Context: an optimization exercise on an open-source flow, tuned for small area, a short achievable clock period and few clock cycles. The choices shown serve that exercise and are no tape-out recipe. At most, simulation tests tie the RTL to the original design; equivalence was not proved. The RTL of runs 5 and 6 was laid out without a check of its function.

<file path="flow/run.sh">
#!/bin/bash
# synth_recipe.tcl (not shown) runs the flow's synth.tcl, then flattens the netlist and writes it again
# the make line also repeats each setting of config.mk as NAME=value (left out here)
make -C /OpenROAD-flow-scripts/flow DESIGN_CONFIG=/design/flow/config.mk WORK_HOME=/design/flow/orfs CLKGATE_MAP_FILE= SYNTH_SCRIPT=/design/flow/synth_recipe.tcl finish
</file>
<file path="flow/config.mk">
export PLATFORM = sky130hd
export DESIGN_NAME = divider
export DESIGN_NICKNAME = divider
export VERILOG_FILES = /design/flow/design.v
export SDC_FILE = /design/flow/constraint.sdc
export NUM_CORES = 4
export LEC_CHECK = 0
export CAP_MARGIN = 20
export CORE_MARGIN = 2
export CORE_UTILIZATION = 40
export PLACE_DENSITY = 0.6
export SLEW_MARGIN = 20
</file>
<file path="flow/constraint.sdc">
create_clock -name core_clock -period 4.0 [get_ports {clk}]
set_input_delay 0.8000 -clock core_clock [delete_from_list [all_inputs] [get_ports {clk}]]
set_output_delay 0.8000 -clock core_clock [all_outputs]
set_load 0.01 [all_outputs]
</file>
<file path="flow/design.v">
module divider
	# (parameter SIZE = 32)
   (input clk,
	input start,
	input reset,
	input [SIZE - 1:0] divisor, dividend,
	output reg error, done,
	output [SIZE - 1:0] quotient, remainder
	);
localparam [3-1:0] 
	WAIT_FOR_START = 0,
	CHECK_DIVIDE_BY_ZERO = 1,
	ERROR = 2,
	SHIFT_LEFT = 3,
	SHIFT_RIGHT = 4,
	NO_ERROR = 5;
wire cnt_is_0, divisor_is_0, dvsr_less_than_dvnd, shifted_divisor_MSB;
reg init, left, right, sub;
reg [SIZE-1:0] q, r;
reg [SIZE-1:0] shifted_divisor;
reg [$clog2(SIZE):0] cnt;
assign	shifted_divisor_MSB = shifted_divisor[SIZE-1];
assign	divisor_is_0 = (shifted_divisor == 0) ? 1'b1 : 1'b0;
assign	dvsr_less_than_dvnd = (shifted_divisor <= r) ? 1'b1 : 1'b0;
assign	cnt_is_0 = (cnt == 0) ? 1'b1 : 1'b0;
assign remainder = r;
assign quotient = q;
	always @( posedge clk )
		if ( init )
			shifted_divisor <= divisor;
		else if (left )
			shifted_divisor <= {shifted_divisor[SIZE-2:0], 1'b0};
		else if (right )
			shifted_divisor <= {1'b0, shifted_divisor[SIZE-1:1]};
		else
			shifted_divisor <= shifted_divisor;
	always @( posedge clk )
		if ( init == 1'b1 )
			cnt <= 1;
		else if (left == 1'b1)
			cnt <= (cnt + 1);
		else if (right == 1'b1)
			cnt <= (cnt - 1);
		else
			cnt <= cnt;
	always @( posedge clk )
		if ( init == 1'b1 )
			r <= dividend;
		else if (sub == 1'b1)
			r <= (r - shifted_divisor);
		else
			r <= r;
	always @( posedge clk )
		if ( init == 1'b1 )
			q <= 0;
		else if (right == 1)
			q <= {q[SIZE-2:0], sub};
	reg [3-1:0] state, next_state;
	always @( posedge clk )
		if ( reset == 1'b1 )
			state <= WAIT_FOR_START;
		else
			state <= next_state;
	always @(*)
	begin
		init = 1'b0;
		left = 1'b0;
		right = 1'b0;
		sub = 1'b0;
		error = 1'b0; 
		done = 1'b0;
		casex( state )
			WAIT_FOR_START: 
				if( start == 1'b1 )
				begin
					next_state = CHECK_DIVIDE_BY_ZERO;
					init = 1'b1;
				end
				else
					next_state = WAIT_FOR_START;
			CHECK_DIVIDE_BY_ZERO:
				if( divisor_is_0 == 1'b0 )
					next_state = SHIFT_LEFT;
				else
					next_state = ERROR; 
			ERROR:
			begin
				next_state = WAIT_FOR_START;
				error = 1'b1;
				done = 1'b1;
			end
			SHIFT_LEFT:
				if( shifted_divisor_MSB == 1'b1 )
					next_state = SHIFT_RIGHT;
				else
				begin
					next_state = SHIFT_LEFT;
					left = 1'b1;
				end
			SHIFT_RIGHT:
				if( cnt_is_0 == 1'b1 )
						next_state = NO_ERROR;
				else if( dvsr_less_than_dvnd == 1'b1 )
				begin
					next_state = SHIFT_RIGHT;
					sub = 1'b1;
					right = 1'b1;
				end
				else
				begin
					next_state = SHIFT_RIGHT;
					right = 1'b1;
				end
			NO_ERROR:
			begin
				next_state = WAIT_FOR_START; 
				done = 1'b1;
			end
			default: next_state = {3{1'bx}};
		endcase
	end
endmodule
</file>
==> key figures, run 1 <==
Placed design
  – RD Place Congestion: 0.871
  – Number of port buffers: 132
  – Cells after DPL: 1096
  – HPWL Detailed: 13500 um

Route
  – Total number of vias: 5897
  – Met3 WL: 1020 um
  – Wire per inst: 16.2 um
  – Metal-1 WL: 8310 um
  – DRC: 0
  – Met2 WL: 8470 um
  – Top sig layer: met4
  – DR vias/cell: 5.30
  – Drt first-iter violations: 331
  – WL final: 18100 um
  – Post-route ant nets: 0
  – Pre-Repair DR Iteration Count: 5

Final layout
  – Most frequent cells in the layout: nand2_1, clkdlybuf4s50_1, a21oi_1
  – Reg area: 2740 um^2
  – Post-Layout Cell Count: 1112
  – Share of cells above drive strength 1: 0.0502
  – Final net count: 996
  – Commonest non-fill, non-tap cell in the layout: nand2_1
  – Fin util: 0.525
  – Fillcell total: 1498
  – Antenna diodes: 0
  – Multi-input logic area: 3480 um^2
  – Layout area overhead: 28.2%

Synth
  – XOR/XNOR Fraction of Synth Area: 0.0389
  – Post-synthesis compound-gate area fraction: 0.226
  – Main combinational cell family by area after synthesis: compound AO/OA/AOI/OAI gates
  – Number of synthesized flops with an enable pin: 64
  – Multiplexer area fraction after synthesis: 0.0109
  – Sequential cell area fraction in the yosys report: 0.420
  – Post-synth ARST share: 0
  – Synthesis Warnings: 1
  – Syn avg cell area: 8.38 um^2
  – Synth Area in Simple Gates: 0.180
  – Top_reg_cell synth: edfxtp_1
  – Mapped cell area: 6530 um^2
  – Syn Nets: 885
  – #FFs+latches synth: 105
  – Synth Instances: 780
  – Unique cell type count in the Yosys netlist: 62
  – Adder-cell share of the synthesized area: 0.0751

Setup path
  – CP arrival: 3.52 ns
  – Critical-path maximum fanout: 27
  – Max incr delay on CP: 0.41 ns
  – Crit end category: flip-flop
  – Startpoint Class: flip-flop
  – WS Path Type: flip-flop to flip-flop
  – WP data required: 4.08 ns
  – Crit-path leading delay family: compound AO/OA/AOI/OAI gates
  – CP bufs+invs: 3
  – Worst-path cell with the longest stage delay: fa_1
  – CP Cell Sequence: inv_1, ha_1, inv_1, fa_1, a21oi_1, o221ai_2, a21oi_1, nor2_1, a2111oi_0, o21ai_0, nand2_1, nand2_1, buf_4

Clock network
  – Worst skew pair latency: 0.37 ns
  – CTS tree: yes
  – Postcts setup bufs: 0
  – Post-CTS sizing: 0
  – CTS Buf Count: 9
  – Root Driver: clkbuf_16
  – Clock transition at path regs: 0.09 ns
  – CTS H-tree lvls: 3
  – Clock Tree Buf Depth: 2
  – CTS sink cnt: 105
  – Hold_buf cts: 0

Global routing
  – First-pass GRT wire length: 29600 um
  – Largest net degree at the start of global routing: 84
  – Gr ovfl total: 0
  – Vias in the first global route: 5826
  – Initial antenna violation count: 0
  – GRT Overall Usage: 0.210

Timing
  – Final setup fails: 0
  – Unrepaired setup endpoints after global routing: false
  – Clk_skew: 0.0102 ns
  – Min Tclk post-route: 3.44 ns
  – Max_slew headroom: 0.472
  – Fin. max-slew vios: 0
  – FMAX: 0.290 GHz
  – Slew of the pin with the lowest slew margin: 0.792 ns
  – Tcrit/Tclk final: 0.861
  – Fin. Hold Viols: 0
  – Setup TNS: 0 ns

Floorplanning
  – Die span in y: 132 um
  – Die Wd: 132 um
  – Die area: 17400 um^2
  – Rows: 46
  – Core area: 15900 um^2
  – Starting Density: 0.410
  – I/O pin count: 133

Flow run
  – Max_cap viols: 0

Hold path
  – Hold Crit Class: flip-flop to flip-flop

Run status
  – Status: no timing/DRC/antenna violations
-- kinds of logic after synthesis --
kind of cell,count (synthesis)
flip-flops,105
AO/OA/AOI/OAI,240
AND/OR/NAND/NOR,276
adder cells (fa/ha/maj),38
buffers and inverters,85
XOR/XNOR,29
multiplexers,7
-- layout make-up --
cell class	instances	share of cell area
clock buffers	9	0.0269
clock inverters	7	0.0118
inverters	43	0.0193
multi-input cells	590	0.415
flip-flops and latches	105	0.328
well taps	216	0.0323
repair buffers	142	0.167
-- worst paths after layout --
check	start	to	slack (ns)	cells after the start
worst max-delay path	r[0]	r[21]	0.56	13
worst min-delay path	q[31]	q[31]	0.47	2
worst max register to register	r[0]	r[21]	0.56	13
worst min register to register	q[31]	q[31]	0.47	2
-- routing by layer --
layer | global-route usage | vias to the layer above
met1 | 0.274 | 2763
met2 | 0.350 | 144
li1 | - | 2973
met5 | 0 | -
met4 | 0.0616 | 0
met3 | 0.0496 | 17
-- state kept, by name (all words and copies together), names as in the netlist --
register and count:
q 32, r 32, shifted_divisor 32, cnt 6, state 3
-- per-stage QoR --
stage	hold WS, ns	setup slack (ns)	instance area, um^2
3_5_place_dp	0.455	0.582	8050
5_1_grt	0.491	0.247	8370
3_3_place_gp	0.443	0.776	8050
4_1_cts	0.468	0.525	8370
2_1_floorplan	0.466	0.690	6530
6_report	0.466	0.556	8370
-- tightest hold or removal path, stage by stage, from the launching register on --
cell and delay, ns:
dfxtp_1 0.32, nand2_1 0.05, a21oi_1 0.05
-- synth_stat cells (13+ instances only) --
master	n	area, um^2
o21ai_0	63	315
edfxtp_1	64	1920
nand2_1	143	537
inv_1	42	158
xnor2_1	19	166
dfxtp_1	41	821
clkbuf_1	34	128
ha_1	36	450
nand3_1	13	65.1
nor2_1	75	282
a21oi_1	111	556
a21o_1	18	135
Testbench counts, summed over its fixed seeds: cycles 59,532.
==> run 2: changes to the inputs <==
==> flow/design.v (replaced) <==
module divider
	# (parameter SIZE = 32)
   (input clk,
	input start,
	input reset,
	input [SIZE - 1:0] divisor, dividend,
	output reg error, done,
	output [SIZE - 1:0] quotient, remainder
	);
localparam [1:0] IDLE = 2'd0, NORM = 2'd1, ITER = 2'd2, FIN = 2'd3;
reg [1:0] state;
reg [SIZE-1:0] r, q, d;
reg [4:0] cnt;
reg err;
function [5:0] lzc;
	input [SIZE-1:0] x;
	integer i;
	begin
		lzc = 6'd32;
		for (i = 0; i < SIZE; i = i + 1)
			if (x[i]) lzc = SIZE - 1 - i;
	end
endfunction
wire [5:0] lz_d = lzc(d);
wire [5:0] lz_r = lzc(r);
wire       d_zero = (d == 0);
wire [6:0] n = {1'b0, lz_d} - {1'b0, lz_r};
wire       q_zero = n[6];             
wire [SIZE:0] diff = {1'b0, r} - {1'b0, d};
wire          ge = ~diff[SIZE];
assign quotient  = q;
assign remainder = r;
always @(*) begin
	done  = 1'b0;
	error = 1'b0;
	case (state)
		NORM: begin
			done  = d_zero | q_zero;
			error = d_zero;
		end
		FIN: done = 1'b1;
		default: ;
	endcase
end
always @(posedge clk) begin
	if (reset) begin
		state <= IDLE;
	end else begin
		case (state)
			IDLE:
				if (start) state <= NORM;
			NORM:
				if (d_zero | q_zero) state <= IDLE;
				else state <= ITER;
			ITER:
				if (cnt == 0) state <= FIN;
			FIN:
				state <= IDLE;
		endcase
	end
end
always @(posedge clk) begin
	case (state)
		IDLE: begin
			r <= dividend;
			d <= divisor;
			q <= 0;
		end
		NORM: begin
			d   <= d << n[4:0];
			cnt <= n[4:0];
		end
		ITER: begin
			if (ge) r <= diff[SIZE-1:0];
			q   <= {q[SIZE-2:0], ge};
			d   <= d >> 1;
			cnt <= cnt - 1'b1;
		end
		default: ;
	endcase
end
endmodule
==> run 2 against run 1 <==
- the layout now fails its checks (negative setup slack)
- highest routed layer unchanged
- core utilization rose by 6.2 points
- hold slack improved by 0.099 ns
- count of clock-buffer cells in the layout did not move
- synthesized cell count rose by 23%
- critical endpoint is now done
- via count rose by 48%
- worst setup slack got worse by 1.1 ns
- sequential cell count fell by 2
- cell count rose by 39%
- critical path depth rose by 5
- clock skew rose by 0.0028 ns
==> key figures, run 2 <==
Run status
  – Status: complete, but fails checks
  – Violated checks: negative setup slack

Timing
  – Fin worst setup slack: -0.589 ns (-1.14 ns)
  – Fin. max-slew vios: 0 (unchanged)
  – Max_slew headroom: 0.420 (-0.0525)
  – Clk_skew: 0.0130 ns (+0.00281 ns)
  – Setup TNS: -10.69 ns (-10.69 ns)
  – Unrepaired setup endpoints after global routing: true
  – Fin. Hold Viols: 0 (unchanged)
  – Slew of the pin with the lowest slew margin: 0.870 ns (+0.0787 ns)
  – FMAX: 0.218 GHz (-25%)
  – Min Tclk post-route: 4.59 ns (+1.14 ns)
  – Tcrit/Tclk final: 1.15 (+0.286)
  – Hold slack: 0.565 ns (+0.0992 ns)
  – Final setup fails: 33 (+33)

Setup path
  – Flop2flop setup slack: -0.57 ns (-1.13 ns)
  – Worst-path cell with the longest stage delay: edfxtp_1
  – Worst path depth: 18 (+5)
  – WS Path Type: flip-flop to primary output
  – Worst r2r src: d[0]
  – WP data required: 3.20 ns (-0.88 ns)
  – Crit-path leading delay family: compound AO/OA/AOI/OAI gates
  – Most used cell, CP: a21o_1
  – CP Cell Sequence: buf_6, nor2_4, o311ai_4, a311oi_2, o31ai_1, a211oi_1, nor3_2, o311ai_2, a31oi_2, fa_2, a21o_1, a21oi_2, nor2b_1, o21a_1, o21bai_1, buf_4, a21o_1, buf_2
  – CP bufs+invs: 3 (unchanged)
  – Worst reg-to-reg path cell count: 19 (+6)
  – Critical Path Source: d[0]
  – Worst R2R End: d[28]
  – Max incr delay on CP: 0.43 ns (+0.02 ns)
  – Critical-path maximum fanout: 3 (-89%)
  – CP Capture Point: done
  – Crit end category: primary output
  – CP arrival: 3.79 ns (+0.27 ns)
  – Startpoint Class: flip-flop

Floorplanning
  – Die area: 23500 um^2 (+35%)
  – Die span in y: 153 um (+16%)
  – I/O pin count: 133 (unchanged)
  – Starting Density: 0.409 (-0.00114)
  – Core area: 21800 um^2 (+37%)
  – Rows: 54 (+17%)
  – Die Wd: 153 um (+16%)

Route
  – DR vias/cell: 5.65 (+6.6%)
  – Total number of vias: 8754 (+48%)
  – Post-route ant nets: 0 (unchanged)
  – WL final: 29500 um (+64%)
  – Pre-Repair DR Iteration Count: 5 (unchanged)
  – Wire per inst: 19.1 um (+17%)
  – Drt first-iter violations: 768 (+130%)
  – DRC: 0 (unchanged)

Flow run
  – Max_cap viols: 0 (unchanged)

Global routing
  – Met2 Usage GRT: 0.408 (+0.0582)
  – Most Crowded Layer GR: met2
  – Vias in the first global route: 8345 (+43%)
  – First-pass GRT wire length: 45500 um (+54%)
  – Gr ovfl total: 0 (unchanged)
  – Largest net degree at the start of global routing: 69 (-18%)
  – Routing usage on met3: 0.0235 (-0.0261)
  – GRT Overall Usage: 0.244 (+0.0340)
  – Met1 usage: 0.328 (+0.0542)
  – Initial antenna violation count: 0 (unchanged)

Clock network
  – Clock Tree Buf Depth: 2 (unchanged)
  – Root Driver: clkbuf_16
  – CTS Buf Count: 9 (unchanged)
  – CTS sink cnt: 103 (-1.9%)
  – Clock transition at path regs: 0.09 ns (about the same)
  – Worst skew pair latency: 0.37 ns (about the same)
  – CTS tree: yes
  – CTS H-tree lvls: 3 (unchanged)
  – Hold_buf cts: 0 (unchanged)

Final layout
  – Largest regs: d: 32 flops, q: 32 flops, r: 32 flops
  – Fillcell total: 1938 (+29%)
  – Share of cells above drive strength 1: 0.296 (+0.245)
  – Antenna diodes: 0 (unchanged)
  – Commonest non-fill, non-tap cell in the layout: buf_4
  – Post-Layout Cell Count: 1549 (+39%)
  – Fin util: 0.587 (+0.0621)
  – Layout area overhead: 43.7%
  – Fin area: 12800 um^2 (+53%)
  – Most frequent cells in the layout: buf_4, clkdlybuf4s50_1, edfxtp_1
  – Final net count: 1378 (+38%)

Placed design
  – Cells after DPL: 1506 (+37%)
  – Post-Place Worst Slack: -0.716 ns (-1.30 ns)
  – Number of port buffers: 132 (unchanged)
  – RD Place Congestion: 0.940 (+7.9%)
  – HPWL Detailed: 22500 um (+66%)
  – Placement-stage cell area: 11700 um^2 (+46%)

Synth
  – Yosys top cell area share: 0.340 (+0.0459)
  – Syn avg cell area: 9.30 um^2 (+11%)
  – Top-count cell post-synth: edfxtp_1
  – Unique cell type count in the Yosys netlist: 79 (+27%)
  – #FFs+latches synth: 103 (-1.9%)
  – Number of synthesized flops with an enable pin: 101 (+58%)
  – Mapped cell area: 8920 um^2 (+37%)
  – Synth Instances: 959 (+23%)
  – Synth area leaders: edfxtp_1, ha_1, mux4_2
  – Synthesis Warnings: 1 (unchanged)
  – Top cells by count, synth: edfxtp_1, nor2_1, a21oi_1
  – Sequential cell area fraction in the yosys report: 0.345 (-0.0752)
  – Yosys top cell by area: edfxtp_1
  – Top_reg_cell synth: edfxtp_1
  – Syn Nets: 1073 (+21%)
  – Post-synth ARST share: 0 (unchanged)

Hold path
  – Hold Crit Class: flip-flop to flip-flop
run 2: worst min path at each step:
stage | depth (start not counted) | start | slack (ns) | end
after detailed placement | 1 | q[5] | 0.55 | q[6]
after global routing | 1 | q[17] | 0.59 | q[18]
after floorplan | 2 | state[0] | 0.53 | state[0]
after global placement | 1 | q[2] | 0.55 | q[3]
final | 1 | q[5] | 0.57 | q[6]
after CTS | 1 | q[8] | 0.57 | q[9]
run 2: logic make-up after synthesis:
group,count (synthesis),synth area share
AND/OR/NAND/NOR,321,0.173
AO/OA/AOI/OAI,266,0.194
buffers and inverters,115,0.0672
flip-flops,103,0.345
multiplexers,80,0.123
adder cells (fa/ha/maj),47,0.0676
XOR/XNOR,27,0.0303
run 2: final cells by class:
class	count	area, um^2	share of cell area
sequential	103	3070	0.240
timing repair buffer	345	3080	0.241
clock inverter	7	88.8	0.00693
tap	280	350	0.0273
inverter	64	240	0.0187
multi-input combinational	741	5760	0.449
clock buffer	9	225	0.0176
run 2: metal layers:
metal | wire length, um | part of all wire | vias up
li1 | - | - | 4197
met1 | 13100 | 0.44 | 4197
met2 | 14200 | 0.48 | 301
met3 | 1220 | 0.041 | 59
met4 | 957 | 0.032 | 0
met5 | 0 | 0 | -
run 2: worst register-to-register path, stage by stage, from the launching register on:
cell and delay, ns:
edfxtp_1 0.43, buf_6 0.15, nor2_4 0.10, o311ai_4 0.10
a311oi_2 0.27, o31ai_1 0.12, a211oi_1 0.27, nor3_2 0.08
o311ai_2 0.24, a31oi_2 0.17, fa_2 0.67, buf_12 0.15
buf_4 0.12, mux4_2 0.50, nand2_1 0.08, nand2_1 0.09
mux2_2 0.27, mux2_2 0.26, a22oi_1 0.16, a21oi_1 0.09
run 2: what timing repair did:
item / in CTS / in global routing
setup endpoints to repair: 33 / 35
pin swaps: 27 / 44
cloned: 0 / 1
setup buffers: 17 / 11
gates resized for setup: 70 / 65
Testbench counts of run 2, summed over its fixed seeds: cycles 13,020.
==> run 3: changes to the inputs <==
==> flow/design.v (replaced) <==
module divider
	# (parameter SIZE = 32)
   (input clk,
	input start,
	input reset,
	input [SIZE - 1:0] divisor, dividend,
	output reg error, done,
	output [SIZE - 1:0] quotient, remainder
	);
localparam [1:0] IDLE = 2'd0, NORM = 2'd1, ITER = 2'd2;
reg [1:0] state;
reg [SIZE-1:0] r, q, d;
reg [4:0] cnt;
function [5:0] lzc;
	input [SIZE-1:0] x;
	integer i;
	begin
		lzc = 6'd32;
		for (i = 0; i < SIZE; i = i + 1)
			if (x[i]) lzc = SIZE - 1 - i;
	end
endfunction
function [SIZE-1:0] smear;
	input [SIZE-1:0] x;
	integer i;
	begin
		smear = x;
		for (i = 1; i < SIZE; i = i * 2)
			smear = smear | (smear >> i);
	end
endfunction
wire [5:0] n_in = lzc(divisor) - lzc(dividend);
wire       dvsr_zero = (divisor == 0);
wire       q_zero = dvsr_zero | (|(divisor & ~smear(dividend)));
wire [SIZE:0] diff = {1'b0, r} - {1'b0, d};
wire          ge = ~diff[SIZE];
assign quotient  = q;
assign remainder = r;
always @(posedge clk) begin
	if (reset) begin
		state <= IDLE;
		done  <= 1'b0;
		error <= 1'b0;
	end else begin
		done  <= 1'b0;
		error <= 1'b0;
		case (state)
			IDLE:
				if (start) begin
					done  <= q_zero;
					error <= dvsr_zero;
					if (!q_zero) state <= NORM;
				end
			NORM:
				state <= ITER;
			ITER:
				if (cnt == 0) begin
					state <= IDLE;
					done  <= 1'b1;
				end
			default:
				state <= IDLE;
		endcase
	end
end
always @(posedge clk) begin
	case (state)
		IDLE: begin
			r   <= dividend;
			d   <= divisor;
			q   <= 0;
			cnt <= n_in[4:0];
		end
		NORM: begin
			d <= d << cnt;
		end
		default: begin
			if (ge) r <= diff[SIZE-1:0];
			q   <= {q[SIZE-2:0], ge};
			d   <= d >> 1;
			cnt <= cnt - 1'b1;
		end
	endcase
end
endmodule
==> flow/flow/run.sh (new file) <==
#!/bin/bash
set -euo pipefail
export BUFFER_PORTS_ARGS="-buffer_cell sky130_fd_sc_hd__buf_1"
bash standard.sh > standard.log 2>&1
==> flow/standard.sh (new file) <==
#!/bin/bash
# synth_recipe.tcl (not shown) runs the flow's synth.tcl, then flattens the netlist and writes it again
# the make line also repeats each setting of config.mk as NAME=value (left out here)
make -C /OpenROAD-flow-scripts/flow DESIGN_CONFIG=/design/flow/config.mk WORK_HOME=/design/flow/orfs CLKGATE_MAP_FILE= SYNTH_SCRIPT=/design/flow/synth_recipe.tcl "${@:-finish}"
removed: flow/run.sh
==> run 3 against run 2 <==
- the run now finishes clean
- critical path depth shrank 6
- critical endpoint is now r[4]
- hold slack lost 0.015 ns
- final area decreased by 27%
- die area fell by 8.0%
- synthesized cell count grew 0.31%
- wire length fell by 5.1%
- largest cell class unchanged
- synthesized area fell by 8.2%
- sequential share of layout area grew 6.0 points
==> key figures, run 3 <==
Run status
  – Status: no timing/DRC/antenna violations

Flow run
  – Max_cap viols: 0 (unchanged)

Final layout
  – Layout area overhead: 13.9%
  – Final net count: 1189 (-14%)
  – Most frequent cells in the layout: buf_1, nand2_1, a21oi_1
  – Commonest non-fill, non-tap cell in the layout: buf_1
  – Antenna diodes: 0 (unchanged)
  – Fin util: 0.462 (-0.125)
  – Fin area: 9320 um^2 (-27%)
  – Largest regs: d: 32 flops, q: 32 flops, r: 32 flops
  – Post-Layout Cell Count: 1358 (-12%)
  – Share of cells above drive strength 1: 0.0680 (-0.227)

Global routing
  – Largest net degree at the start of global routing: 41 (-41%)
  – Gr ovfl total: 0 (unchanged)
  – Vias in the first global route: 7452 (-11%)
  – GRT Overall Usage: 0.257 (+0.0121)
  – First-pass GRT wire length: 42800 um (-6.1%)
  – Initial antenna violation count: 0 (unchanged)

Route
  – Total number of vias: 7967 (-9.0%)
  – DR vias/cell: 5.87 (+3.8%)
  – Pre-Repair DR Iteration Count: 6 (+1)
  – Wire per inst: 20.7 um (+8.3%)
  – DRC: 0 (unchanged)
  – Post-route ant nets: 0 (unchanged)
  – Drt first-iter violations: 820 (+6.8%)
  – WL final: 28000 um (-5.1%)

Setup path
  – Worst r2r src: r[0]
  – Critical-path maximum fanout: 28 (+25)
  – WP data required: 4.06 ns (+0.86 ns)
  – Startpoint Class: flip-flop
  – Crit end category: flip-flop
  – WS Path Type: flip-flop to flip-flop
  – CP arrival: 3.59 ns (-0.20 ns)
  – Critical Path Source: r[0]

Synth
  – Top_reg_cell synth: edfxtp_1
  – Mapped cell area: 8190 um^2 (-8.2%)
  – Number of synthesized flops with an enable pin: 69 (-32%)
  – Syn avg cell area: 8.51 um^2 (-8.5%)
  – Syn Nets: 1068 (-0.47%)
  – Yosys top cell area share: 0.253 (-0.0870)
  – Sequential cell area fraction in the yosys report: 0.341 (-0.00342)
  – Unique cell type count in the Yosys netlist: 71 (-10%)
  – Top cells by count, synth: nand2_1, a21oi_1, nor2_1
  – Synth Instances: 962 (+0.31%)
  – Top-count cell post-synth: nand2_1
  – #FFs+latches synth: 105 (+1.9%)
  – Synthesis Warnings: 1 (unchanged)
  – Yosys top cell by area: edfxtp_1
  – Synth area leaders: edfxtp_1, dfxtp_1, ha_1
  – Post-synth ARST share: 0 (unchanged)

Placed design
  – HPWL Detailed: 21700 um (-3.4%)
  – Number of port buffers: 132 (unchanged)
  – Post-Place Worst Slack: 0.283 ns (+1.00 ns)
  – RD Place Congestion: 1.01 (+7.9%)
  – Placement-stage cell area: 9040 um^2 (-23%)
  – Cells after DPL: 1342 (-11%)

Timing
  – Unrepaired setup endpoints after global routing: false
  – Fin worst setup slack: 0.471 ns (+1.06 ns)
  – Hold slack: 0.550 ns (-0.0153 ns)
  – Slew of the pin with the lowest slew margin: 0.978 ns (+0.108 ns)
  – Fin. Hold Viols: 0 (unchanged)
  – Fin. max-slew vios: 0 (unchanged)
  – Max_slew headroom: 0.348 (-0.0721)
  – Final setup fails: 0 (-100%)
  – Clk_skew: 0.00891 ns (-0.00408 ns)
  – Setup TNS: 0 ns (+10.69 ns)
  – Tcrit/Tclk final: 0.882 (-0.265)
  – Min Tclk post-route: 3.53 ns (-1.06 ns)
  – FMAX: 0.283 GHz (+30%)

Clock network
  – Worst skew pair latency: 0.37 ns (about the same)
  – CTS H-tree lvls: 3 (unchanged)
  – Hold_buf cts: 0 (unchanged)
  – CTS tree: yes
  – Post-CTS sizing: 0 (-100%)
  – CTS sink cnt: 105 (+1.9%)
  – Postcts setup bufs: 0 (-17)
  – CTS Buf Count: 9 (unchanged)
  – Clock transition at path regs: 0.08 ns (about the same)
  – Root Driver: clkbuf_16
  – Clock Tree Buf Depth: 2 (unchanged)

Floorplanning
  – Starting Density: 0.406 (-0.00278)
  – Die area: 21600 um^2 (-8.0%)
  – Die span in y: 147 um (-4.1%)
  – I/O pin count: 133 (unchanged)
  – Core area: 20200 um^2 (-7.6%)
  – Die Wd: 147 um (-4.1%)
  – Rows: 52 (-3.7%)

Hold path
  – Hold_sp: q[9]
  – Hold Crit Class: flip-flop to flip-flop
-- run 3: changes by cell type after synthesis, moves of 7 or more --
cell / change
o211ai_1: -7
nor3_1: -13
o221ai_1: +7
dfxtp_1: +34
nand2_1: +26
o21ai_0: +29
nand2b_1: +7
mux2i_1: -7
nor2_1: -11
edfxtp_1: -32
ha_1: -8
buf_1: +7
mux2_2: -22
-- run 3: per-layer routing --
| metal | wire length (um) | up-vias | global-route usage |
|---|---|---|---|
| li1 | - | 3819 | - |
| met1 | 12500 | 3707 | 0.368 |
| met2 | 12300 | 389 | 0.387 |
| met3 | 2330 | 52 | 0.0422 |
| met4 | 906 | 0 | 0.0995 |
| met5 | 0 | - | 0 |
-- run 3: cell families (layout without fill, tap and decap cells) --
logic type	count (synthesis)	count (layout)	share of synthesized area
AND/OR/NAND/NOR	323	323	0.188
flip-flops	105	105	0.341
multiplexers	44	44	0.0755
XOR/XNOR	27	27	0.0289
adder cells (fa/ha/maj)	39	39	0.0614
buffers and inverters	106	232	0.0500
AO/OA/AOI/OAI	318	318	0.255
-- run 3: layout make-up --
type	count	area [um^2]
Clock buffer	9	225
Clock inverter	7	61.3
Fill cell	2096	10800
Inverter	63	236
Multi-Input combinational cell	751	5000
Sequential cell	105	2790
Tap cell	270	338
Timing Repair Buffer	153	666
-- run 3: final timing paths --
path         cells after the start  slack, ns  endpoint
min reg2reg                      1       0.55     q[10]
min                              1       0.55     q[10]
max reg2reg                     12       0.47      r[4]
max                             12       0.47      r[4]
-- run 3: critical path, stage by stage (launching register included) --
cell and delay, ns:
edfxtp_1 0.35, inv_1 0.05, ha_1 0.22, fa_1 0.45, nor2b_4 0.13, o31a_1 0.26, o31ai_4 0.11, a211o_2 0.36
a211oi_2 0.26, o211a_1 0.20, o21ai_0 0.21, a211oi_4 0.34, buf_12 0.24
Testbench counts of run 3, summed over its fixed seeds: cycles 13,020.
==> run 4: changes to the inputs <==
==> flow/run.sh (new file) <==
#!/bin/bash
# synth_recipe.tcl (not shown) runs the flow's synth.tcl, then flattens the netlist and writes it again
# the make line also repeats each setting of config.mk as NAME=value (left out here)
make -C /OpenROAD-flow-scripts/flow DESIGN_CONFIG=/design/flow/config.mk WORK_HOME=/design/flow/orfs CLKGATE_MAP_FILE= SYNTH_SCRIPT=/design/flow/synth_recipe.tcl finish
removed: flow/flow/run.sh
removed: flow/standard.sh
==> run 4 against run 3 <==
- global-route usage grew 1.5 points
- via count is 2.4% higher
- core utilization grew 5.4 points
- maximum frequency is 4.3% lower
- first-iteration DRC count down 1.3%
- hold slack improved by 0.0031 ns
- critical path type is now input pin to flip-flop
==> key figures, run 4 <==
Synth
  – Top-count cell post-synth: nand2_1
  – Syn Nets: 1068 (unchanged)
  – Yosys top cell area share: 0.253 (unchanged)
  – Synth Instances: 962 (unchanged)
  – #FFs+latches synth: 105 (unchanged)
  – Synthesis Warnings: 1 (unchanged)
  – Mapped cell area: 8190 um^2 (unchanged)
  – Post-synth ARST share: 0 (unchanged)
  – Number of synthesized flops with an enable pin: 69 (unchanged)
  – Unique cell type count in the Yosys netlist: 71 (unchanged)
  – Sequential cell area fraction in the yosys report: 0.341 (unchanged)
  – Top cells by count, synth: nand2_1, a21oi_1, nor2_1
  – Syn avg cell area: 8.51 um^2 (unchanged)
  – Synth area leaders: edfxtp_1, dfxtp_1, ha_1
  – Top_reg_cell synth: edfxtp_1
  – Yosys top cell by area: edfxtp_1

Setup path
  – Worst reg-to-reg path cell count: 12 (unchanged)
  – Flop2flop setup slack: 0.46 ns (about the same)
  – Worst R2R End: r[9]
  – Critical-path maximum fanout: 4 (-86%)
  – Crit end category: flip-flop
  – CP arrival: 3.79 ns (+0.20 ns)
  – Most used cell, CP: o31ai_1
  – Worst r2r src: r[0]
  – Startpoint Class: input pin
  – CP Cell Sequence: clkdlybuf4s50_1, nor2_1, o31ai_1, a211oi_1, o31ai_1, a211oi_1, nor3_1, o31ai_1, a21o_1, fa_1, inv_1, a21o_1, a21oi_1, xor2_1, xnor2_1, o21ai_0
  – Max incr delay on CP: 0.53 ns (+0.08 ns)
  – WP data required: 4.10 ns (+0.04 ns)
  – Worst-path cell with the longest stage delay: clkdlybuf4s50_1
  – WS Path Type: input pin to flip-flop

Floorplanning
  – I/O pin count: 133 (unchanged)
  – Rows: 52 (unchanged)
  – Die Wd: 147 um (unchanged)
  – Core area: 20200 um^2 (unchanged)
  – Starting Density: 0.406 (unchanged)
  – Die span in y: 147 um (unchanged)
  – Die area: 21600 um^2 (unchanged)

Global routing
  – Vias in the first global route: 7814 (+4.9%)
  – Gr ovfl total: 0 (unchanged)
  – GRT Overall Usage: 0.272 (+0.0150)
  – Largest net degree at the start of global routing: 43 (+4.9%)
  – First-pass GRT wire length: 44900 um (+5.1%)
  – Initial antenna violation count: 0 (unchanged)

Route
  – Metal-1 WL: 13600 um (+8.7%)
  – Met2 WL: 13100 um (+6.1%)
  – Top sig layer: met4
  – DRC: 0 (unchanged)
  – Post-route ant nets: 0 (unchanged)
  – Pre-Repair DR Iteration Count: 8 (+2)
  – Wire per inst: 21.4 um (+3.5%)
  – WL final: 29700 um (+6.0%)
  – Drt first-iter violations: 809 (-1.3%)
  – Met3 WL: 2220 um (-4.9%)
  – DR vias/cell: 5.87 (about the same)
  – Total number of vias: 8162 (+2.4%)

Timing
  – FMAX: 0.271 GHz (-4.3%)
  – Max_slew headroom: 0.336 (-0.0115)
  – Tcrit/Tclk final: 0.922 (+0.0398)
  – Fin worst setup slack: 0.312 ns (-0.159 ns)
  – Fin. max-slew vios: 0 (unchanged)
  – Clk_skew: 0.00877 ns (-0.000145 ns)
  – Min Tclk post-route: 3.69 ns (+0.159 ns)
  – Final setup fails: 0 (unchanged)
  – Setup TNS: 0 ns (unchanged)
  – Slew of the pin with the lowest slew margin: 0.996 ns (+0.0172 ns)
  – Fin. Hold Viols: 0 (unchanged)
  – Unrepaired setup endpoints after global routing: false

Final layout
  – Most frequent cells in the layout: clkdlybuf4s50_1, nand2_1, a21oi_1
  – Layout area overhead: 27.1%
  – Commonest non-fill, non-tap cell in the layout: clkdlybuf4s50_1
  – Share of cells above drive strength 1: 0.0955 (+0.0274)
  – Post-Layout Cell Count: 1391 (+2.4%)
  – Antenna diodes: 0 (unchanged)
  – Largest regs: d: 32 flops, q: 32 flops, r: 32 flops
  – Final net count: 1222 (+2.8%)

Placed design
  – RD Place Congestion: 1.02 (+0.76%)
  – HPWL Detailed: 23200 um (+6.9%)
  – Cells after DPL: 1375 (+2.5%)
  – Number of port buffers: 132 (unchanged)
  – Post-Place Worst Slack: -0.0877 ns (-0.371 ns)

Clock network
  – CTS H-tree lvls: 3 (unchanged)
  – Postcts setup bufs: 0 (unchanged)
  – Hold_buf cts: 0 (unchanged)
  – CTS sink cnt: 105 (unchanged)
  – Clock transition at path regs: 0.08 ns (about the same)
  – Clock Tree Buf Depth: 2 (unchanged)
  – Root Driver: clkbuf_16
  – CTS tree: yes
  – CTS Buf Count: 9 (unchanged)
  – Worst skew pair latency: 0.37 ns (about the same)

Hold path
  – Hold Crit Class: flip-flop to flip-flop
  – Hold_sp: q[8]
  – Hold Path End: q[9]
  – Hold depth: 1 (unchanged)

Flow run
  – Max_cap viols: 0 (unchanged)

Run status
  – Status: no timing/DRC/antenna violations
==> run 4: per-stage QoR <==
stage               area [um^2]  hold WS [ns]  utilization
finish                    10400         0.553        0.516
global route              10400         0.567        0.516
CTS                       10400         0.558        0.516
detailed placement        10100         0.538        0.501
global placement          10100         0.530        0.501
floorplan                  8200         0.484            -
==> run 4: what timing repair did <==
action	CTS	global route
endpoints found under the setup margin	0	1
gates resized for setup	0	1
hold endpoints to repair	0	0
==> run 4: worst max-delay path by stage <==
stage / startpoint / end / slack, ns / depth (start not counted)
4_1_cts: divisor[1] / cnt[4] / 0.31 / 18
2_1_floorplan: r[0] / r[0] / 0.29 / 11
5_1_grt: divisor[1] / cnt[4] / 0.04 / 16
6_report: divisor[1] / cnt[4] / 0.31 / 16
3_5_place_dp: divisor[1] / cnt[4] / -0.09 / 18
3_3_place_gp: divisor[1] / cnt[4] / -0.08 / 16
==> run 4: logic make-up (layout without fill, tap and decap cells) <==
group | after synthesis | count (layout) | share of synthesized area
simple gates | 323 | 323 | 0.188
compound gates | 318 | 318 | 0.255
buf+inv | 106 | 265 | 0.0500
flops | 105 | 105 | 0.341
mux | 44 | 44 | 0.0755
fa+ha+maj | 39 | 39 | 0.0614
xor+xnor | 27 | 27 | 0.0289
==> run 4: layer usage <==
metal | vias up | GRT usage
met5 | - | 0
met2 | 328 | 0.408
li1 | 3885 | -
met4 | 0 | 0.103
met3 | 57 | 0.0450
met1 | 3892 | 0.392
==> run 4: final cells by class <==
type | instances | area (um^2)
Tap cell | 270 | 338
Clock inverter | 6 | 60.1
Sequential cell | 105 | 2790
Timing Repair Buffer | 186 | 1740
Fill cell | 2009 | 9760
Clock buffer | 10 | 229
Inverter | 63 | 236
Multi-Input combinational cell | 751 | 5010
==> run 4: critical path, delay by kind of cell <==
kind | cells | cell delay (ns)
fa+ha+maj | 1 | 0.43
xor+xnor | 2 | 0.34
simple gates | 2 | 0.26
buf+inv | 2 | 0.61
compound gates | 9 | 1.35
==> run 5: changes to the inputs <==
--- a/flow/design.v
+++ b/flow/design.v
@@ -32,8 +32,24 @@
 wire [5:0] n_in = lzc(divisor) - lzc(dividend);
 wire       dvsr_zero = (divisor == 0);
 wire       q_zero = dvsr_zero | (|(divisor & ~smear(dividend)));
-wire [SIZE:0] diff = {1'b0, r} - {1'b0, d};
-wire          ge = ~diff[SIZE];
+function [SIZE:0] sub_ks;      
+	input [SIZE-1:0] a, b;
+	reg [SIZE:0] g, p;
+	integer k, s;
+	begin
+		g = {a & ~b, 1'b1};        
+		p = {~(a ^ b), 1'b0};
+		for (s = 1; s <= SIZE; s = s * 2)
+			for (k = SIZE; k >= s; k = k - 1) begin
+				g[k] = g[k] | (p[k] & g[k-s]);
+				p[k] = p[k] & p[k-s];
+			end
+		sub_ks = {g[SIZE], ~(a ^ b) ^ g[SIZE-1:0]};
+	end
+endfunction
+wire [SIZE:0] sres = sub_ks(r, d);
+wire [SIZE-1:0] diff = sres[SIZE-1:0];
+wire          ge = sres[SIZE];
 assign quotient  = q;
 assign remainder = r;
 always @(posedge clk) begin
@@ -75,7 +91,7 @@
 			d <= d << cnt;
 		end
 		default: begin
-			if (ge) r <= diff[SIZE-1:0];
+			if (ge) r <= diff;
 			q   <= {q[SIZE-2:0], ge};
 			d   <= d >> 1;
 			cnt <= cnt - 1'b1;
==> flow/flow/run.sh (new file) <==
#!/bin/bash
set -euo pipefail
export BUFFER_PORTS_ARGS="-buffer_cell sky130_fd_sc_hd__buf_1"
bash standard.sh > standard.log 2>&1
==> flow/standard.sh (new file) <==
#!/bin/bash
# synth_recipe.tcl (not shown) runs the flow's synth.tcl, then flattens the netlist and writes it again
# the make line also repeats each setting of config.mk as NAME=value (left out here)
make -C /OpenROAD-flow-scripts/flow DESIGN_CONFIG=/design/flow/config.mk WORK_HOME=/design/flow/orfs CLKGATE_MAP_FILE= SYNTH_SCRIPT=/design/flow/synth_recipe.tcl "${@:-finish}"
--- a/flow/config.mk
+++ b/flow/config.mk
@@ -9,4 +9,5 @@
 export CORE_MARGIN = 2
 export CORE_UTILIZATION = 40
 export PLACE_DENSITY = 0.6
+export SETUP_SLACK_MARGIN = 1.5
 export SLEW_MARGIN = 20
removed: flow/run.sh
==> run 5 against run 4 <==
- register-to-register slack gained 0.56 ns
- hold slack worse by 0.0040 ns
- final area increased by 1.3%
==> key figures, run 5 <==
Run status
  – Status: no timing/DRC/antenna violations

Timing
  – Final setup fails: 0 (unchanged)
  – Fin. max-slew vios: 0 (unchanged)
  – Fin. Hold Viols: 0 (unchanged)
  – FMAX: 0.308 GHz (+14%)
  – Clk_skew: 0.0143 ns (+0.00550 ns)
  – Tcrit/Tclk final: 0.812 (-0.110)
  – Max_slew headroom: 0.404 (+0.0678)
  – Min Tclk post-route: 3.25 ns (-0.439 ns)
  – Setup TNS: 0 ns (unchanged)
  – Slew of the pin with the lowest slew margin: 0.894 ns (-0.102 ns)
  – Unrepaired setup endpoints after global routing: true

Synth
  – Syn Nets: 1073 (+0.47%)
  – Syn avg cell area: 8.38 um^2 (-1.6%)
  – Synthesis Warnings: 1 (unchanged)
  – Mapped cell area: 8100 um^2 (-1.1%)
  – Yosys top cell by area: edfxtp_1
  – Number of synthesized flops with an enable pin: 69 (unchanged)
  – Top-count cell post-synth: nand2_1
  – Top_reg_cell synth: edfxtp_1
  – Synth Instances: 967 (+0.52%)
  – Sequential cell area fraction in the yosys report: 0.345 (+0.00364)
  – Yosys top cell area share: 0.256 (+0.00270)
  – #FFs+latches synth: 105 (unchanged)
  – Post-synth ARST share: 0 (unchanged)
  – Synth area leaders: edfxtp_1, dfxtp_1, ha_1
  – Top cells by count, synth: nand2_1, a21oi_1, nor2_1
  – Unique cell type count in the Yosys netlist: 72 (+1.4%)

Global routing
  – GRT Overall Usage: 0.268 (-0.00350)
  – Most Crowded Layer GR: met2
  – Met2 Usage GRT: 0.426 (+0.0178)
  – Gr ovfl total: 0 (unchanged)
  – Largest net degree at the start of global routing: 45 (+4.7%)
  – Vias in the first global route: 7965 (+1.9%)
  – Initial antenna violation count: 0 (unchanged)
  – Routing usage on met3: 0.0431 (-0.00191)
  – First-pass GRT wire length: 44700 um (-0.52%)
  – Met1 usage: 0.365 (-0.0267)

Final layout
  – Antenna diodes: 0 (unchanged)
  – Largest regs: d: 32 flops, q: 32 flops, r: 32 flops
  – Layout area overhead: 30.1%
  – Share of cells above drive strength 1: 0.212 (+0.117)
  – Commonest non-fill, non-tap cell in the layout: buf_1
  – Most frequent cells in the layout: buf_1, nand2_1, nor2_1
  – Fin area: 10500 um^2 (+1.3%)
  – Final net count: 1247 (+2.0%)

Floorplanning
  – Die span in y: 146 um (-0.51%)
  – Starting Density: 0.404 (-0.00167)
  – I/O pin count: 133 (unchanged)
  – Die Wd: 146 um (-0.51%)
  – Die area: 21400 um^2 (-1.0%)
  – Core area: 20000 um^2 (-0.65%)
  – Rows: 52 (unchanged)

Clock network
  – Clock transition at path regs: 0.09 ns (about the same)
  – CTS sink cnt: 105 (unchanged)
  – Root Driver: clkbuf_16
  – Clock Tree Buf Depth: 2 (unchanged)
  – CTS H-tree lvls: 3 (unchanged)
  – CTS Buf Count: 9 (unchanged)
  – Hold_buf cts: 0 (unchanged)
  – Worst skew pair latency: 0.38 ns (about the same)
  – CTS tree: yes

Placed design
  – Number of port buffers: 132 (unchanged)
  – RD Place Congestion: 0.956 (-6.5%)
  – Placement-stage cell area: 9060 um^2 (-10%)
  – HPWL Detailed: 20500 um (-12%)

Route
  – Total number of vias: 8301 (+1.7%)
  – WL final: 28800 um (-3.1%)
  – Pre-Repair DR Iteration Count: 6 (-2)
  – DR vias/cell: 5.86 (about the same)
  – Post-route ant nets: 0 (unchanged)
  – Drt first-iter violations: 691 (-15%)
  – DRC: 0 (unchanged)
  – Wire per inst: 20.3 um (-4.8%)

Setup path
  – CP arrival: 3.36 ns (-0.43 ns)
  – WP data required: 4.11 ns (about the same)
  – Startpoint Class: input pin
  – WS Path Type: input pin to flip-flop
  – Crit end category: flip-flop
  – Critical-path maximum fanout: 2 (-2)

Flow run
  – Max_cap viols: 0 (unchanged)

Hold path
  – Hold Crit Class: flip-flop to flip-flop
run 5: area by class of cell:
cell class / instances / area, um^2
Clock inverter: 7 / 83.8
Inverter: 69 / 262
Multi-Input combinational cell: 748 / 5530
Clock buffer: 9 / 225
Sequential cell: 105 / 2830
Tap cell: 270 / 338
Timing Repair Buffer: 208 / 1270
Fill cell: 1902 / 9500
run 5: path summary, 6_finish.rpt:
| check | startpoint | end | slack [ns] | cells after the start |
|---|---|---|---|---|
| worst min-delay path | q[30] | q[31] | 0.55 | 1 |
| worst max-delay path | dividend[0] | cnt[2] | 0.75 | 16 |
| worst min register to register | q[30] | q[31] | 0.55 | 1 |
| worst max register to register | d[24] | r[24] | 1.02 | 12 |
run 5: metal layers:
metal	vias to the layer above	wire length [um]
met4	0	1120
met1	3934	12200
met3	74	2000
met5	-	0
met2	380	13500
li1	3913	-
run 5: critical path: stages:
cell      delay [ns]
buf_8           0.10
buf_4           0.13
nor2_4          0.07
nor3_2          0.05
o31ai_2         0.26
a21boi_2        0.10
o31ai_2         0.24
a211oi_2        0.12
o31ai_2         0.30
a31oi_1         0.16
fa_2            0.38
buf_4           0.15
buf_4           0.12
xnor2_1         0.12
nor2_1          0.20
a31oi_1         0.06
run 5: repair_timing:
action | CTS | global route
resized for setup | 118 | 53
setup endpoints to repair | 58 | 58
pin swaps | 68 | 51
gates cloned | 3 | 0
hold endpoints to repair | 0 | 0
setup buffers | 38 | 19
run 5: stage by stage:
step           hold WS, ns  instances  worst slack [ns]  utilization
3_5_place_dp         0.537       1340             0.292        0.452
3_3_place_gp         0.526       1340             0.314        0.452
5_1_grt              0.580       1416             0.680        0.526
6_report             0.549       1416             0.751        0.526
2_1_floorplan        0.478        967             0.887            -
4_1_cts              0.554       1397             0.783        0.510
run 5: logic make-up after synthesis:
logic type,synth area share
AND/OR/NAND/NOR,0.192
AO/OA/AOI/OAI,0.241
buffers and inverters,0.0535
flip-flops,0.345
multiplexers,0.0721
adder cells (fa/ha/maj),0.0612
XOR/XNOR,0.0357
==> run 6: changes to the inputs <==
--- a/flow/config.mk
+++ b/flow/config.mk
@@ -9,5 +9,4 @@
 export CORE_MARGIN = 2
 export CORE_UTILIZATION = 40
 export PLACE_DENSITY = 0.6
-export SETUP_SLACK_MARGIN = 1.5
 export SLEW_MARGIN = 20
==> run 6 against run 5 <==
- highest routed layer unchanged
- hold slack better by 0.0015 ns
- global-route usage decreased by 2.4 points
- register-to-register slack got worse by 0.59 ns
- critical path type is now flip-flop to flip-flop
==> key figures, run 6 <==
Clock network
  – Clock transition at path regs: 0.07 ns (-0.02 ns)
  – CTS H-tree lvls: 3 (unchanged)
  – Postcts setup bufs: 0 (-100%)
  – Hold_buf cts: 0 (unchanged)
  – CTS tree: yes
  – Clock Tree Buf Depth: 2 (unchanged)
  – Worst skew pair latency: 0.36 ns (-0.02 ns)
  – Post-CTS sizing: 0 (-100%)
  – Root Driver: clkbuf_16
  – CTS Buf Count: 9 (unchanged)
  – CTS sink cnt: 105 (unchanged)

Synth
  – #FFs+latches synth: 105 (unchanged)
  – Sequential cell area fraction in the yosys report: 0.345 (unchanged)
  – Top_reg_cell synth: edfxtp_1
  – Synth Instances: 967 (unchanged)
  – Synth area leaders: edfxtp_1, dfxtp_1, ha_1
  – Unique cell type count in the Yosys netlist: 72 (unchanged)
  – Top cells by count, synth: nand2_1, a21oi_1, nor2_1
  – Mapped cell area: 8100 um^2 (unchanged)
  – Yosys top cell by area: edfxtp_1
  – Syn avg cell area: 8.38 um^2 (unchanged)
  – Number of synthesized flops with an enable pin: 69 (unchanged)
  – Synthesis Warnings: 1 (unchanged)
  – Top-count cell post-synth: nand2_1
  – Post-synth ARST share: 0 (unchanged)
  – Syn Nets: 1073 (unchanged)
  – Yosys top cell area share: 0.256 (unchanged)

Timing
  – Fin. max-slew vios: 0 (unchanged)
  – Clk_skew: 0.0173 ns (+0.00300 ns)
  – Unrepaired setup endpoints after global routing: false
  – Slew of the pin with the lowest slew margin: 0.861 ns (-0.0332 ns)
  – Min Tclk post-route: 3.57 ns (+0.326 ns)
  – Final setup fails: 0 (unchanged)
  – Fin. Hold Viols: 0 (unchanged)
  – Max_slew headroom: 0.426 (+0.0221)
  – Fin worst setup slack: 0.426 ns (-0.326 ns)
  – FMAX: 0.280 GHz (-9.1%)
  – Tcrit/Tclk final: 0.894 (+0.0814)
  – Setup TNS: 0 ns (unchanged)

Setup path
  – Crit end category: flip-flop
  – Worst reg-to-reg path cell count: 11 (-1)
  – CP arrival: 3.67 ns (+0.31 ns)
  – Startpoint Class: flip-flop
  – Critical-path maximum fanout: 32 (+30)
  – WS Path Type: flip-flop to flip-flop
  – WP data required: 4.10 ns (about the same)

Final layout
  – Final net count: 1191 (-4.5%)
  – Multi-input logic area: 4890 um^2 (-11%)
  – Commonest non-fill, non-tap cell in the layout: buf_1
  – Fin area: 9240 um^2 (-12%)
  – Antenna diodes: 0 (unchanged)
  – Share of cells above drive strength 1: 0.0505 (-0.162)
  – Layout area overhead: 14.0%
  – Fin util: 0.461 (-0.0651)
  – Reg area: 2790 um^2 (-1.4%)
  – Post-Layout Cell Count: 1360 (-4.0%)
  – Most frequent cells in the layout: buf_1, nand2_1, a21oi_1
  – Fillcell total: 2044 (+7.5%)
  – Largest regs: d: 32 flops, q: 32 flops, r: 32 flops

Global routing
  – Initial antenna violation count: 0 (unchanged)
  – First-pass GRT wire length: 40800 um (-8.7%)
  – Vias in the first global route: 7399 (-7.1%)
  – Gr ovfl total: 0 (unchanged)
  – GRT Overall Usage: 0.244 (-0.0245)
  – Largest net degree at the start of global routing: 41 (-8.9%)

Floorplanning
  – I/O pin count: 133 (unchanged)
  – Rows: 52 (unchanged)
  – Die span in y: 146 um (unchanged)
  – Core area: 20000 um^2 (unchanged)
  – Die area: 21400 um^2 (unchanged)
  – Starting Density: 0.404 (unchanged)
  – Die Wd: 146 um (unchanged)

Route
  – Total number of vias: 7833 (-5.6%)
  – Wire per inst: 19.4 um (-4.9%)
  – DR vias/cell: 5.76 (-1.8%)
  – WL final: 26300 um (-8.6%)
  – Pre-Repair DR Iteration Count: 5 (-1)
  – Drt first-iter violations: 761 (+10%)
  – DRC: 0 (unchanged)
  – Post-route ant nets: 0 (unchanged)

Placed design
  – Number of port buffers: 132 (unchanged)
  – HPWL Detailed: 20100 um (-2.1%)
  – Post-Place Worst Slack: 0.235 ns (-0.0574 ns)
  – Placement-stage cell area: 8950 um^2 (-1.1%)
  – RD Place Congestion: 0.974 (+1.9%)
  – Cells after DPL: 1344 (+0.30%)

Hold path
  – Hold depth: 1 (unchanged)
  – Hold Crit Class: flip-flop to flip-flop

Flow run
  – Max_cap viols: 0 (unchanged)

Run status
  – Status: no timing/DRC/antenna violations
-- run 6: path summary, 6_finish.rpt --
check                           start  endpoint  slack (ns)
worst max-delay path             d[3]     r[11]        0.43
worst min-delay path            q[29]     q[30]        0.55
worst max register to register   d[3]     r[11]        0.43
worst min register to register  q[29]     q[30]        0.55
-- run 6: kinds of logic (layout without fill, tap and decap cells) --
group	after synthesis	count (layout)	share of synthesized area
AO/OA/AOI/OAI	308	308	0.241
XOR/XNOR	33	33	0.0357
adder cells (fa/ha/maj)	39	39	0.0612
buffers and inverters	114	237	0.0535
flip-flops	105	105	0.345
multiplexers	48	48	0.0721
AND/OR/NAND/NOR	320	320	0.192
-- run 6: critical path: stages, from the launching register on --
cell     delay [ns]
dfxtp_1        0.41
inv_1          0.07
ha_1           0.23
or3_1          0.38
o22ai_1        0.30
o21ai_1        0.27
and4b_1        0.33
o31ai_1        0.48
o31ai_1        0.17
a21oi_1        0.33
a21oi_4        0.11
buf_12         0.20
-- run 6: routing by layer --
metal / up-vias / GRT usage / wire length, um
li1: 3793 / - / -
met1: 3646 / 0.333 / 11700
met2: 338 / 0.389 / 11900
met3: 56 / 0.0384 / 1900
met4: 0 / 0.0942 / 879
met5: - / 0 / 0
-- run 6: per-stage QoR --
step / hold slack [ns]
2_1_floorplan: 0.478
3_3_place_gp: 0.535
3_5_place_dp: 0.537
4_1_cts: 0.549
5_1_grt: 0.576
6_report: 0.550
-- run 6: final cells by class --
class | count | share of cell area
Sequential cell | 105 | 0.302
Multi-Input combinational cell | 748 | 0.530
Clock inverter | 4 | 0.00515
Clock buffer | 12 | 0.0256
Inverter | 69 | 0.0280
Tap cell | 270 | 0.0366
Timing Repair Buffer | 152 | 0.0726
==> run 7: changes to the inputs <==
--- a/flow/design.v
+++ b/flow/design.v
@@ -11,11 +11,12 @@
 reg [1:0] state;
 reg [SIZE-1:0] r, q, d;
 reg [4:0] cnt;
-function [5:0] lzc;
+reg [4:0] lz_d, lz_r;     
+function [4:0] lzc;      
 	input [SIZE-1:0] x;
 	integer i;
 	begin
-		lzc = 6'd32;
+		lzc = 5'd0;
 		for (i = 0; i < SIZE; i = i + 1)
 			if (x[i]) lzc = SIZE - 1 - i;
 	end
@@ -29,7 +30,7 @@
 			smear = smear | (smear >> i);
 	end
 endfunction
-wire [5:0] n_in = lzc(divisor) - lzc(dividend);
+wire [4:0] n = lz_d - lz_r;    
 wire       dvsr_zero = (divisor == 0);
 wire       q_zero = dvsr_zero | (|(divisor & ~smear(dividend)));
 function [SIZE:0] sub_ks;      
@@ -79,23 +80,22 @@
 		endcase
 	end
 end
+wire idle = (state == IDLE);
+wire take = ge & (state == ITER);
+always @(posedge clk)
+	r <= ({SIZE{idle}} & dividend) | ({SIZE{take}} & diff) | ({SIZE{~idle & ~take}} & r);
+always @(posedge clk) begin
+	lz_d <= lzc(divisor);
+	lz_r <= lzc(dividend);
+end
+always @(posedge clk)
+	q <= idle ? {SIZE{1'b0}} : {q[SIZE-2:0], take};
 always @(posedge clk) begin
 	case (state)
-		IDLE: begin
-			r   <= dividend;
-			d   <= divisor;
-			q   <= 0;
-			cnt <= n_in[4:0];
-		end
-		NORM: begin
-			d <= d << cnt;
-		end
-		default: begin
-			if (ge) r <= diff;
-			q   <= {q[SIZE-2:0], ge};
-			d   <= d >> 1;
-			cnt <= cnt - 1'b1;
-		end
+		IDLE: d <= divisor;
+		NORM: d <= d << n;
+		default: d <= d >> 1;
 	endcase
+	cnt <= (state == NORM) ? n : cnt - 1'b1;
 end
 endmodule
--- a/flow/config.mk
+++ b/flow/config.mk
@@ -7,6 +7,6 @@
 export LEC_CHECK = 0
 export CAP_MARGIN = 20
 export CORE_MARGIN = 2
-export CORE_UTILIZATION = 40
-export PLACE_DENSITY = 0.6
+export CORE_UTILIZATION = 65
+export PLACE_DENSITY = 0.8
 export SLEW_MARGIN = 20
==> run 7 against run 6 <==
- clock skew shrank 0.0090 ns
- worst setup slack gained 0.18 ns
- sequential share of layout area down 5.1 points
- synthesized area down 2.5%
- wire length shrank 2.4%
- die area down 39%
==> key figures, run 7 <==
Final layout
  – Commonest non-fill, non-tap cell in the layout: buf_1
  – Layout area overhead: 16.2%
  – Final net count: 1191 (unchanged)
  – Most frequent cells in the layout: buf_1, dfxtp_1, nor2_1
  – Largest regs: d: 32 flops, q: 32 flops, r: 32 flops
  – Fillcell total: 913 (-55%)
  – Post-Layout Cell Count: 1245 (-8.5%)
  – Fin util: 0.770 (+0.310)
  – Antenna diodes: 0 (unchanged)
  – Share of cells above drive strength 1: 0.0783 (+0.0279)
  – Fin area: 9180 um^2 (-0.64%)

Floorplanning
  – Die Wd: 114 um (-22%)
  – Core area: 11900 um^2 (-41%)
  – Die area: 13000 um^2 (-39%)
  – Rows: 40 (-23%)
  – I/O pin count: 133 (unchanged)
  – Starting Density: 0.663 (+0.259)
  – Die span in y: 114 um (-22%)

Hold path
  – Hold depth: 1 (unchanged)
  – Hold Crit Class: flip-flop to flip-flop

Clock network
  – Clock transition at path regs: 0.05 ns (-0.02 ns)
  – Postcts setup bufs: 0 (unchanged)
  – Hold_buf cts: 0 (unchanged)
  – Worst skew pair latency: 0.42 ns (+0.06 ns)
  – Post-CTS sizing: 0 (unchanged)
  – CTS tree: yes
  – Root Driver: clkbuf_16
  – CTS H-tree lvls: 4 (+1)
  – CTS Buf Count: 17 (+8)
  – Clock Tree Buf Depth: 2 (unchanged)
  – CTS sink cnt: 115 (+9.5%)

Route
  – DRC: 0 (unchanged)
  – DR vias/cell: 6.62 (+15%)
  – Post-route ant nets: 0 (unchanged)
  – Total number of vias: 8242 (+5.2%)
  – Wire per inst: 20.6 um (+6.6%)
  – Drt first-iter violations: 876 (+15%)
  – Pre-Repair DR Iteration Count: 7 (+2)
  – WL final: 25700 um (-2.4%)

Setup path
  – CP Cell Sequence: inv_1, ha_2, inv_1, fa_2, buf_4, mux2_2, o21ai_0, nor2_1, a311oi_1, a21oi_1, a211oi_1, a21o_1
  – Critical-path maximum fanout: 36 (+13%)
  – Startpoint Class: flip-flop
  – Max incr delay on CP: 1.10 ns (+0.62 ns)
  – WS Path Type: flip-flop to flip-flop
  – Worst path depth: 12 (+1)
  – CP bufs+invs: 3 (+1)
  – CP arrival: 3.76 ns (+0.09 ns)
  – Most used cell, CP: inv_1
  – Worst reg-to-reg path cell count: 12 (+1)
  – WP data required: 4.36 ns (+0.26 ns)
  – Worst-path cell with the longest stage delay: fa_2
  – Crit-path leading delay family: adder cells
  – Crit end category: flip-flop

Synth
  – Synthesis Warnings: 1 (unchanged)
  – Main combinational cell family by area after synthesis: compound AO/OA/AOI/OAI gates
  – Number of synthesized flops with an enable pin: 0 (-100%)
  – #FFs+latches synth: 115 (+9.5%)
  – Top-count cell post-synth: dfxtp_1
  – Syn Nets: 1073 (unchanged)
  – Multiplexer area fraction after synthesis: 0.113 (+0.0404)
  – Top cells by count, synth: dfxtp_1, nor2_1, inv_1
  – Top_reg_cell synth: dfxtp_1
  – Post-synthesis compound-gate area fraction: 0.265 (+0.0236)
  – Synth Area in Simple Gates: 0.171 (-0.0211)
  – Yosys top cell area share: 0.292 (+0.0357)
  – Yosys top cell by area: dfxtp_1
  – Synth Instances: 967 (unchanged)
  – Sequential cell area fraction in the yosys report: 0.292 (-0.0533)
  – XOR/XNOR Fraction of Synth Area: 0.0355 (-0.000193)
  – Post-synth ARST share: 0 (unchanged)
  – Synth area leaders: dfxtp_1, mux2i_1, ha_1
  – Syn avg cell area: 8.17 um^2 (-2.5%)
  – Unique cell type count in the Yosys netlist: 67 (-6.9%)
  – Adder-cell share of the synthesized area: 0.0627 (+0.00157)
  – Mapped cell area: 7900 um^2 (-2.5%)

Timing
  – Fin worst setup slack: 0.603 ns (+0.178 ns)
  – Clk_skew: 0.00827 ns (-0.00900 ns)
  – Min Tclk post-route: 3.40 ns (-0.178 ns)
  – Fin. max-slew vios: 0 (unchanged)
  – Fin. Hold Viols: 0 (unchanged)
  – Final setup fails: 0 (unchanged)
  – Slew of the pin with the lowest slew margin: 0.858 ns (-0.00260 ns)
  – Unrepaired setup endpoints after global routing: false
  – Tcrit/Tclk final: 0.849 (-0.0444)
  – Max_slew headroom: 0.428 (+0.00173)
  – Setup TNS: 0 ns (unchanged)
  – FMAX: 0.294 GHz (+5.2%)
  – Hold slack: 0.451 ns (-0.0997 ns)

Global routing
  – Initial antenna violation count: 0 (unchanged)
  – GRT Overall Usage: 0.395 (+0.151)
  – First-pass GRT wire length: 39600 um (-2.9%)
  – Vias in the first global route: 7427 (+0.38%)
  – Gr ovfl total: 0 (unchanged)
  – Largest net degree at the start of global routing: 53 (+29%)

Placed design
  – Cells after DPL: 1213 (-9.7%)
  – HPWL Detailed: 18600 um (-7.7%)
  – Number of port buffers: 132 (unchanged)
  – Post-Place Worst Slack: 0.688 ns (+0.453 ns)
  – Placement-stage cell area: 8510 um^2 (-4.9%)
  – RD Place Congestion: 0.974 (about the same)

Run status
  – Status: no timing/DRC/antenna violations

Flow run
  – Max_cap viols: 0 (unchanged)
run 7: layer usage:
| layer | share of wire | wire length [um] | global-route usage | vias to the layer above |
|---|---|---|---|---|
| li1 | - | - | - | 3810 |
| met1 | 0.41 | 10600 | 0.546 | 3904 |
| met2 | 0.45 | 11500 | 0.595 | 474 |
| met3 | 0.12 | 2970 | 0.106 | 54 |
| met4 | 0.026 | 673 | 0.141 | 0 |
| met5 | 0 | 0 | 0 | - |
run 7: path summary, 6_finish.rpt:
kind	end	startpoint	slack (ns)
worst max register to register	d[30]	lz_d[0]	0.60
worst min-delay path	q[22]	q[21]	0.45
worst min register to register	q[22]	q[21]	0.45
worst max-delay path	d[30]	lz_d[0]	0.60
run 7: cells by family (layout without fill, tap and decap cells):
kind of cell | Yosys count | after routing
multiplexers | 72 | 72
AO/OA/AOI/OAI | 303 | 303
adder cells (fa/ha/maj) | 39 | 39
XOR/XNOR | 32 | 32
AND/OR/NAND/NOR | 283 | 283
flip-flops | 115 | 115
buffers and inverters | 123 | 254
run 7: worst reg2reg max path, stage by stage, from the launching register on:
cell and delay [ns]:
dfxtp_1 0.30, inv_1 0.06, ha_2 0.16, inv_1 0.06, fa_2 1.10, buf_4 0.32, mux2_2 0.35, o21ai_0 0.21
nor2_1 0.07, a311oi_1 0.28, a21oi_1 0.07, a211oi_1 0.26, a21o_1 0.10
run 7: cell type report:
cell class                      instances  area (um^2)  share of cell area
Multi-Input combinational cell        729         5140               0.560
Sequential cell                       115         2300               0.251
Timing Repair Buffer                  146          601              0.0654
Clock buffer                           18          439              0.0479
Inverter                               76          285              0.0311
Clock inverter                         14          226              0.0247
Tap cell                              147          184              0.0200
Testbench counts of run 7, summed over its fixed seeds: cycles 13,020.

## port drivers added, routing unchanged
The flow's constraints put no driver on any port. The routed layouts listed below were extracted and timed again, unchanged, in two steps. Step 1: set_driving_cell puts a clkbuf_16 on clk and a buf_2 on each other input, an assumption about the parent block. Step 2, shift: input delay + t, output delay - t, t = (earliest + latest rising clock arrival at the registers) / 2. This alone moves slack from input paths to output paths. Slacks: ideal / step 1 / step 2; pairs: ideal / step 1.
run	t (ns)	setup slack, ns	hold WS [ns]	clock arrival spread, ns	worst register clock-pin slew, ns
run 1	0.407	0.556 / 0.556 / 0.556	0.466 / 0.466 / 0.466	0.012 / 0.012	0.09 / 0.09
run 2	0.408	-0.589 / -0.635 / -0.575	0.565 / 0.565 / 0.565	0.013 / 0.013	0.09 / 0.09
run 3	0.411	0.471 / 0.471 / 0.295	0.550 / 0.550 / 0.550	0.009 / 0.009	0.08 / 0.08
run 4	0.413	0.312 / 0.332 / -0.082	0.553 / 0.553 / 0.553	0.009 / 0.009	0.08 / 0.08
run 5	0.422	0.751 / 0.757 / 0.334	0.549 / 0.549 / 0.549	0.015 / 0.015	0.09 / 0.09
run 6	0.402	0.426 / 0.426 / 0.159	0.550 / 0.550 / 0.550	0.017 / 0.017	0.08 / 0.08
run 7	0.460	0.603 / 0.603 / 0.603	0.451 / 0.451 / 0.451	0.009 / 0.009	0.06 / 0.06
Met with ideal ports but missed after step 2: setup timing in run 4. For run 5, which loses most, drivers alone change the setup slack by +0.006 ns; drivers and shift together by -0.417 ns.
